Context: an optimization exercise on an open-source flow, tuned for small area. The choices shown serve that exercise and are no tape-out recipe.
At most, simulation tests tie the RTL to the original design; equivalence was not proved.
The clock port is modelled as an ideal driver, which makes a skipped or thinned clock tree look cheaper than it is; a real chip needs a root buffer or a tree.
Power is estimated from default activity; no workload was simulated.

==> v17: inputs <==
// sv_uart_engine
module sv_uart_engine
#(
  parameter int DATA_WIDTH = 24
)
(
  input  logic                  iclk          ,
  input  logic                  irst          ,
  output logic [DATA_WIDTH-1:0] m_axis_tdata  ,
  output logic                  m_axis_tvalid ,
  input  logic                  m_axis_tready ,
  input  logic [DATA_WIDTH-1:0] s_axis_tdata  ,
  input  logic                  s_axis_tvalid ,
  output logic                  s_axis_tready ,
  input  logic           [15:0] idivider      ,
  output logic                  otx           ,
  input  logic                  irx
);
  logic [7:0] rx_data;
  sv_uart_rx rx__ (
    .iclk          (iclk          ),
    .irst          (irst          ),
    .m_axis_tdata  (rx_data       ),
    .m_axis_tvalid (m_axis_tvalid ),
    .m_axis_tready (m_axis_tready ),
    .idivider      (idivider      ),
    .irx           (irx           )
  );
  assign m_axis_tdata = {{(DATA_WIDTH-8){1'b0}}, rx_data};
  sv_uart_tx tx__ (
    .iclk          (iclk          ),
    .irst          (irst          ),
    .s_axis_tdata  (s_axis_tdata  ),
    .s_axis_tvalid (s_axis_tvalid ),
    .s_axis_tready (s_axis_tready ),
    .idivider      (idivider      ),
    .otx           (otx           )
  );
endmodule
==> module sv_uart_tx, before the edit <==
module sv_uart_tx
(
  input  logic        iclk          ,
  input  logic        irst          ,
  input  logic [23:0] s_axis_tdata  ,
  input  logic        s_axis_tvalid ,
  output logic        s_axis_tready ,
  input  logic [15:0] idivider      ,
  output logic        otx
);
  localparam logic [3:0] P_STOP  = 4'd0;    
  localparam logic [3:0] P_IDLE  = 4'd1;    
  localparam logic [3:0] P_EXTRA = 4'd4;    
  localparam logic [3:0] P_WAIT  = 4'd5;    
  localparam logic [3:0] P_SOP   = 4'd6;    
  localparam logic [3:0] P_START = 4'd7;    
  logic  [3:0] phase;
  logic  [1:0] byte_idx;
  logic [15:0] nbaud;
  logic [23:0] dat;      
  logic        timed;
  logic        bit_end;
  logic        dbit;
  logic [16:0] cy;         
  logic [15:0] nbaud_inc;
  assign cy[0] = 1'b1;
  for (genvar i = 0; i < 16; i++) begin : g_inc
    assign cy[i+1] = cy[i] & nbaud[i];
  end
  assign nbaud_inc = nbaud ^ cy[15:0];
  assign s_axis_tready = (phase == P_IDLE);
  assign timed   = (phase == P_STOP) || (phase[3:1] == 3'b011) || phase[3];
  assign bit_end = timed && cy[16];
  assign dbit    = dat[{byte_idx, phase[2:0]}];
  always_ff @(posedge iclk) begin
    if (timed && !bit_end)  nbaud <= nbaud_inc;
    else                    nbaud <= ~idivider;
    if (s_axis_tvalid && s_axis_tready)
      dat <= {s_axis_tdata[7:0], s_axis_tdata[15:8], s_axis_tdata[23:16]};
    if (s_axis_tvalid && s_axis_tready)  byte_idx <= 2'd0;
    else if (phase == P_STOP && bit_end) byte_idx <= byte_idx + 2'd1;
    if (irst)
      phase <= P_IDLE;
    else case (phase)
      P_IDLE  : if (s_axis_tvalid) phase <= P_EXTRA;
      P_EXTRA : phase <= P_WAIT;
      P_WAIT  : phase <= (byte_idx == 2'd3) ? P_IDLE : P_SOP;
      P_STOP  : if (bit_end) phase <= P_WAIT;
      default : if (bit_end) phase <= phase + 4'd1;    
    endcase
    if (irst)
      otx <= 1'b1;
    else
      otx <= !(phase == P_START || phase[3]) || (phase[3] && dbit);
  end
endmodule
==> module sv_uart_rx, before the edit <==
module sv_uart_rx
(
  input  logic        iclk          ,
  input  logic        irst          ,
  output logic  [7:0] m_axis_tdata  ,
  output logic        m_axis_tvalid ,
  input  logic        m_axis_tready ,
  input  logic [15:0] idivider      ,
  input  logic        irx
);
  logic  [2:0] metastab;
  logic  [4:0] frx;
  logic        true_rx;
  logic        dtrue_rx;
  logic        fall_rx;
  logic        ena;
  logic        eop;
  logic [15:0] ncnt;
  logic  [3:0] cnt_pack;
  logic  [7:0] freg;
  logic        quarter;
  logic [15:0] ncnt_inc;
  logic        clk_ena;
  always_ff @(posedge iclk) begin
    if (irst) begin
      metastab <= '0;
      frx      <= '0;
      true_rx  <= 1'b0;
      dtrue_rx <= 1'b0;
      fall_rx  <= 1'b0;
    end else begin
      metastab <= {metastab[1:0], irx};
      frx      <= {frx[3:0], metastab[2]};
      if (&frx)          true_rx <= 1'b1;
      else if (~|frx)    true_rx <= 1'b0;
      dtrue_rx <= true_rx;
      fall_rx  <= dtrue_rx & ~true_rx;
    end
  end
  assign quarter = (cnt_pack == 4'd0);
  logic [16:0] cy;
  assign cy[0] = ~quarter;
  assign cy[1] = ~quarter & ncnt[0];
  assign cy[2] = quarter | (ncnt[1] & ncnt[0]);
  for (genvar i = 2; i < 16; i++) begin : g_inc
    assign cy[i+1] = cy[i] & ncnt[i];
  end
  assign ncnt_inc = ncnt ^ cy[15:0];
  assign clk_ena  = ena && (&ncnt[15:3]) &&
                    (quarter ? !ncnt[2] : (ncnt[2:0] == 3'b110));
  always_ff @(posedge iclk) begin
    if (irst)          ena <= 1'b0;
    else if (fall_rx)  ena <= 1'b1;
    else if (eop)      ena <= 1'b0;
    if (clk_ena || !ena)  ncnt <= ~idivider;
    else                  ncnt <= ncnt_inc;
    if (!ena)          cnt_pack <= '0;
    else if (clk_ena)  cnt_pack <= cnt_pack + 4'd1;
    eop <= (cnt_pack == 4'd8) && clk_ena;
    if (clk_ena)  freg <= {true_rx, freg[7:1]};
    if (irst)  m_axis_tvalid <= 1'b0;
    else       m_axis_tvalid <= eop && ena && m_axis_tready;
  end
  assign m_axis_tdata = freg;
endmodule
export LEC_CHECK = 0
export CAP_MARGIN = 20
export CORE_MARGIN = 2
export CORE_UTILIZATION = 50
export PLACE_DENSITY = 0.65
export SLEW_MARGIN = 20
create_clock -name core_clock -period 5.0 [get_ports {iclk}]
standard.sh (not shown) runs the stock make flow with config.mk's settings and CLKGATE_MAP_FILE= SYNTH_SCRIPT=/design/flow/synth_recipe.tcl, a recipe that flattens the netlist after the stock synthesis.
==> flow/flow/run.sh <==
#!/bin/bash
# Standard ORFS layout with the smallest buffer on each port and a clock
# tree of small buffers without dummy loads. make's output goes to
# make_flow.log here; ORFS writes each step's log under orfs/logs.
set -euo pipefail
export BUFFER_PORTS_ARGS="-buffer_cell sky130_fd_sc_hd__buf_1"
export CTS_ARGS="-sink_clustering_enable -repair_clock_nets -dont_use_dummy_load -buf_list \"sky130_fd_sc_hd__clkbuf_4 sky130_fd_sc_hd__clkbuf_8\""
bash standard.sh > make_flow.log 2>&1
==> v6 (differences from v17) <==
--- a/flow/design.v
+++ b/flow/design.v
@@ -75,7 +75,8 @@
 );
   localparam logic [3:0] P_STOP  = 4'd0;    
   localparam logic [3:0] P_IDLE  = 4'd1;    
-  localparam logic [3:0] P_EXTRA = 4'd4;    
+  localparam logic [3:0] P_PRE0  = 4'd3;    
+  localparam logic [3:0] P_PRE1  = 4'd4;    
   localparam logic [3:0] P_WAIT  = 4'd5;    
   localparam logic [3:0] P_SOP   = 4'd6;    
   localparam logic [3:0] P_START = 4'd7;    
@@ -107,17 +108,15 @@
     if (irst)
       phase <= P_IDLE;
     else case (phase)
-      P_IDLE  : if (s_axis_tvalid) phase <= P_EXTRA;
-      P_EXTRA : phase <= P_WAIT;
-      P_WAIT  : phase <= (byte_idx == 2'd3) ? P_IDLE : P_SOP;
-      P_STOP  : if (bit_end) phase <= P_WAIT;
+      P_IDLE  : if (s_axis_tvalid) phase <= P_PRE0;
+      P_PRE0  : phase <= P_PRE1;
+      P_PRE1  : phase <= P_WAIT;
+      P_WAIT  : phase <= P_SOP;
+      P_STOP  : if (bit_end) phase <= (byte_idx == 2'd2) ? P_IDLE : P_WAIT;
       default : if (bit_end) phase <= phase + 4'd1;    
     endcase
-    if (irst)
-      otx <= 1'b1;
-    else
-      otx <= !(phase == P_START || phase[3]) || (phase[3] && dbit);
   end
+  assign otx = !(phase == P_START || phase[3]) || (phase[3] && dbit);
 endmodule
 module sv_uart_engine
 #(
==> flow/flow/run.sh (replaced) <==
#!/bin/bash
# The standard ORFS layout with these changes:
# - synthesis is synth_recipe.tcl unchanged except that ABC maps with
#   flow/abc_area.script (an area-oriented mapping) instead of ORFS's speed
#   script; registers are mapped before ABC, so they are the same as the
#   standard synthesis's;
# - logic cells start at their smallest drive strength (flow/downsize.tcl,
#   before floorplanning); the repair steps size up whatever needs it;
# - every port gets the smallest buffer, buf_1;
# - one tie cell drives all constant outputs;
# - instead of a clock tree, four clkbuf_8, each driving a quarter of the
#   registers grouped by position, hang directly off the clock port
#   (flow/clock_buffer.tcl, before CTS).
# make's output goes to make_synth.log and make_flow.log here; ORFS writes
# each step's log under orfs/logs.
set -euo pipefail
here=$(pwd)
{
  printf 'proc abc {args} {\n'
  printf '  set i [lsearch $args -script]\n'
  printf '  if {$i >= 0} { lset args [expr {$i + 1}] {%s} }\n' "$here/flow/abc_area.script"
  printf '  yosys abc {*}$args\n'
  printf '}\n'
  cat synth_recipe.tcl
} > area_synth.tcl
sed "s|SYNTH_SCRIPT=[^ ]*|SYNTH_SCRIPT=$here/area_synth.tcl|" standard.sh > area_standard.sh
grep -q "SYNTH_SCRIPT=$here/area_synth.tcl" area_standard.sh

export BUFFER_PORTS_ARGS="-buffer_cell sky130_fd_sc_hd__buf_1"

export PRE_FLOORPLAN_TCL="$here/flow/downsize.tcl"
export PRE_CTS_TCL="$here/flow/clock_buffer.tcl"
export SKIP_REPAIR_TIE_FANOUT=1

bash area_standard.sh synth > make_synth.log 2>&1
bash standard.sh > make_flow.log 2>&1
==> flow/flow/abc_area.script (new file) <==
strash
dch
amap
strash
dch
amap
topo
==> flow/flow/clock_buffer.tcl (new file) <==
# Sourced before CTS, in place of the tree: the register clock pins are split
# into four groups by position (halves by x, then each half by y), and one
# clock buffer at each group's centre drives its group. The clock port drives
# only these four buffers. clock_tree_synthesis then has nothing to build.
set block [ord::get_db_block]
set db [ord::get_db]
set clknet [$block findNet iclk]
set master [$db findMaster sky130_fd_sc_hd__clkbuf_8]
set sinks {}
foreach it [$clknet getITerms] {
  if { ![$it isInputSignal] } { continue }
  set bb [[$it getInst] getBBox]
  lappend sinks [list $it [expr { ([$bb xMin] + [$bb xMax]) / 2 }] [expr { ([$bb yMin] + [$bb yMax]) / 2 }]]
}
proc halves { items key } {
  set s [lsort -integer -index $key $items]
  set h [expr { [llength $s] / 2 }]
  return [list [lrange $s 0 [expr { $h - 1 }]] [lrange $s $h end]]
}
set groups {}
foreach half [halves $sinks 1] {
  foreach q [halves $half 2] { lappend groups $q }
}
set g 0
foreach grp $groups {
  set buf [odb::dbInst_create $block $master clkbuf_leaf_${g}_iclk]
  set net [odb::dbNet_create $block clknet_leaf_${g}_iclk]
  $net setSigType CLOCK
  set sx 0; set sy 0
  foreach s $grp {
    lassign $s it x y
    set sx [expr { $sx + $x }]; set sy [expr { $sy + $y }]
    $it disconnect
    $it connect $net
  }
  [$buf findITerm A] connect $clknet
  [$buf findITerm X] connect $net
  set n [llength $grp]
  $buf setLocation [expr { $sx / $n }] [expr { $sy / $n }]
  $buf setPlacementStatus PLACED
  puts "clock_buffer: clkbuf_leaf_${g}_iclk drives $n clock pins"
  incr g
}
proc clock_tree_synthesis { args } { puts "clock_tree_synthesis skipped: the clock is buffered already" }
==> flow/flow/downsize.tcl (new file) <==
# Sourced before floorplanning: give every logic cell the smallest drive
# strength of its function. Registers keep their cells. Later repair steps
# size up whatever slew, capacitance or timing needs.
set db [ord::get_db]
set dont_use {}
if { [info exists ::env(DONT_USE_CELLS)] } { set dont_use $::env(DONT_USE_CELLS) }
proc ds_usable { name dont_use } {
  foreach pat $dont_use { if { [string match $pat $name] } { return 0 } }
  return 1
}
set n 0
foreach inst [[ord::get_db_block] getInsts] {
  set m [$inst getMaster]
  set name [$m getName]
  if { ![regexp {^(sky130_fd_sc_hd__[a-z0-9]+)_([0-9]+)$} $name -> base drv] } { continue }
  if { [regexp {__(df|edf|sdf|sedf|dl|conb|tap|fill|decap)} $base] } { continue }
  set best $m
  set best_area [expr { [$m getWidth] * [$m getHeight] }]
  foreach s {0 1 2 3 4 6 8 12 16} {
    set c [$db findMaster ${base}_$s]
    if { $c eq "NULL" || $c eq "" } { continue }
    if { ![ds_usable ${base}_$s $dont_use] } { continue }
    set a [expr { [$c getWidth] * [$c getHeight] }]
    if { $a < $best_area } { set best $c; set best_area $a }
  }
  if { $best ne $m } { $inst swapMaster $best; incr n }
}
puts "downsize: $n cells swapped to a smaller drive strength"
==> flow/config.mk (replaced) <==
export PLATFORM = sky130hd
export DESIGN_NAME = sv_uart_engine
export DESIGN_NICKNAME = sv_uart_engine
export VERILOG_FILES = /design/flow/design.v
export SDC_FILE = /design/flow/constraint.sdc
export NUM_CORES = 4
export LEC_CHECK = 0
export CAP_MARGIN = 0
export CORE_MARGIN = 2
export CORE_UTILIZATION = 65
export PLACE_DENSITY = 0.75
export SLEW_MARGIN = 0
==> v3 (differences from v17) <==
--- a/flow/design.v
+++ b/flow/design.v
@@ -15,11 +15,11 @@
   logic        fall_rx;
   logic        ena;
   logic        eop;
-  logic [15:0] ncnt;
+  logic [15:0] cnt;
   logic  [3:0] cnt_pack;
   logic  [7:0] freg;
   logic        quarter;
-  logic [15:0] ncnt_inc;
+  logic [15:0] cnt_inc;
   logic        clk_ena;
   always_ff @(posedge iclk) begin
     if (irst) begin
@@ -40,20 +40,20 @@
   assign quarter = (cnt_pack == 4'd0);
   logic [16:0] cy;
   assign cy[0] = ~quarter;
-  assign cy[1] = ~quarter & ncnt[0];
-  assign cy[2] = quarter | (ncnt[1] & ncnt[0]);
+  assign cy[1] = cnt[0] & ~quarter;
+  assign cy[2] = quarter | (cnt[1] & cnt[0]);
   for (genvar i = 2; i < 16; i++) begin : g_inc
-    assign cy[i+1] = cy[i] & ncnt[i];
+    assign cy[i+1] = cy[i] & cnt[i];
   end
-  assign ncnt_inc = ncnt ^ cy[15:0];
-  assign clk_ena  = ena && (&ncnt[15:3]) &&
-                    (quarter ? !ncnt[2] : (ncnt[2:0] == 3'b110));
+  assign cnt_inc = cnt ^ cy[15:0];
+  assign clk_ena = ena && (cnt_inc[15:2] == idivider[15:2]) &&
+                   (quarter || (cnt_inc[1:0] == idivider[1:0]));
   always_ff @(posedge iclk) begin
     if (irst)          ena <= 1'b0;
     else if (fall_rx)  ena <= 1'b1;
     else if (eop)      ena <= 1'b0;
-    if (clk_ena || !ena)  ncnt <= ~idivider;
-    else                  ncnt <= ncnt_inc;
+    if (clk_ena || !ena)  cnt <= '0;
+    else                  cnt <= cnt_inc;
     if (!ena)          cnt_pack <= '0;
     else if (clk_ena)  cnt_pack <= cnt_pack + 4'd1;
     eop <= (cnt_pack == 4'd8) && clk_ena;
@@ -81,25 +81,25 @@
   localparam logic [3:0] P_START = 4'd7;    
   logic  [3:0] phase;
   logic  [1:0] byte_idx;
-  logic [15:0] nbaud;
+  logic [15:0] baud;
   logic [23:0] dat;      
   logic        timed;
   logic        bit_end;
   logic        dbit;
-  logic [16:0] cy;         
-  logic [15:0] nbaud_inc;
+  logic [16:0] cy;
+  logic [15:0] baud_inc;
   assign cy[0] = 1'b1;
   for (genvar i = 0; i < 16; i++) begin : g_inc
-    assign cy[i+1] = cy[i] & nbaud[i];
+    assign cy[i+1] = cy[i] & baud[i];
   end
-  assign nbaud_inc = nbaud ^ cy[15:0];
+  assign baud_inc = baud ^ cy[15:0];
   assign s_axis_tready = (phase == P_IDLE);
   assign timed   = (phase == P_STOP) || (phase[3:1] == 3'b011) || phase[3];
-  assign bit_end = timed && cy[16];
+  assign bit_end = timed && (baud == idivider);
   assign dbit    = dat[{byte_idx, phase[2:0]}];
   always_ff @(posedge iclk) begin
-    if (timed && !bit_end)  nbaud <= nbaud_inc;
-    else                    nbaud <= ~idivider;
+    if (timed && !bit_end)  baud <= baud_inc;
+    else                    baud <= '0;
     if (s_axis_tvalid && s_axis_tready)
       dat <= {s_axis_tdata[7:0], s_axis_tdata[15:8], s_axis_tdata[23:16]};
     if (s_axis_tvalid && s_axis_tready)  byte_idx <= 2'd0;
==> flow/run.sh (new file) <==
#!/bin/bash
# synth_recipe.tcl (not shown) runs the flow's synth.tcl, then flattens the netlist and writes it again
# the make line also repeats each setting of config.mk as NAME=value (left out here)
make -C /OpenROAD-flow-scripts/flow DESIGN_CONFIG=/design/flow/config.mk WORK_HOME=/design/flow/orfs CLKGATE_MAP_FILE= SYNTH_SCRIPT=/design/flow/synth_recipe.tcl finish
--- a/flow/config.mk
+++ b/flow/config.mk
@@ -7,6 +7,9 @@
 export LEC_CHECK = 0
 export CAP_MARGIN = 20
 export CORE_MARGIN = 2
-export CORE_UTILIZATION = 50
-export PLACE_DENSITY = 0.65
+export CORE_UTILIZATION = 60
+export CTS_BUF_LIST = sky130_fd_sc_hd__clkbuf_4 sky130_fd_sc_hd__clkbuf_8
+export CTS_CLUSTER_DIAMETER = 60
+export CTS_CLUSTER_SIZE = 20
+export PLACE_DENSITY = 0.7
 export SLEW_MARGIN = 20
removed: flow/flow/run.sh
removed: flow/standard.sh
==> notes <==
In v3 the area after synthesis is larger than in v17, by about 5.6%.
Via count is about the same in v17 and v3.
Clock-buffer cell count: v3 is higher than v17 (1).
Between v17 and v3, the lower non-clock buffer count is in v17 (gap 1).
==> figures <==
Design internal power: v6 1.11 mW; v3 1.25 mW; v17 1.25 mW
Fraction of registers with async set or reset after synthesis: v6 -; v3 0%; v17 0%
X dimension of the die: v6 77.5 microns; v3 86.6 microns; v17 92.1 microns
Die height: v6 77.5 microns; v3 86.6 microns; v17 92.1 microns
Count of non-CTS buffers in the layout: v6 -; v3 58; v17 57
Buffers inserted during post-CTS setup optimization: v6 0; v3 1; v17 0
Inverters excl. clock: v6 15; v3 9; v17 11
Portion of netlist area occupied by mux cells: v6 -; v3 4.89%; v17 5.13%
Non-clock buffer contribution to total cell area: v6 -; v3 11.7%; v17 5.24%
Status: v6 timing/DRC/antenna clean; v3 timing/DRC/antenna clean; v17 timing/DRC/antenna clean
No functional check of the RTL was part of v17 and v3. In v6 the design's own scripts or RTL, not TritonCTS, make the clock network.

[afterwards: timing with drivers on the ports]
The flow's constraints put no driver on any port. The routed layouts listed below were extracted and timed again, unchanged, in two steps. Step 1 assumes that a clkbuf_16 drives the clock port and a buf_2 every other input. Step 2, shift: input delay + t, output delay - t, t = (earliest + latest rising clock arrival at the registers) / 2. This alone moves slack from input paths to output paths. a / b / c = no drivers / after step 1 / after step 2; a / b = the first two.
run	shift t [ns]	setup slack, ns	hold slack, ns
v17	0.374	1.050 / 1.050 / 1.050	0.445 / 0.445 / 0.445
v6	0.227	0.511 / 0.511 / 0.511	0.434 / 0.434 / 0.434
v3	0.396	0.210 / 0.210 / 0.210	0.439 / 0.439 / 0.439
After both steps setup and hold are still met in every run listed.
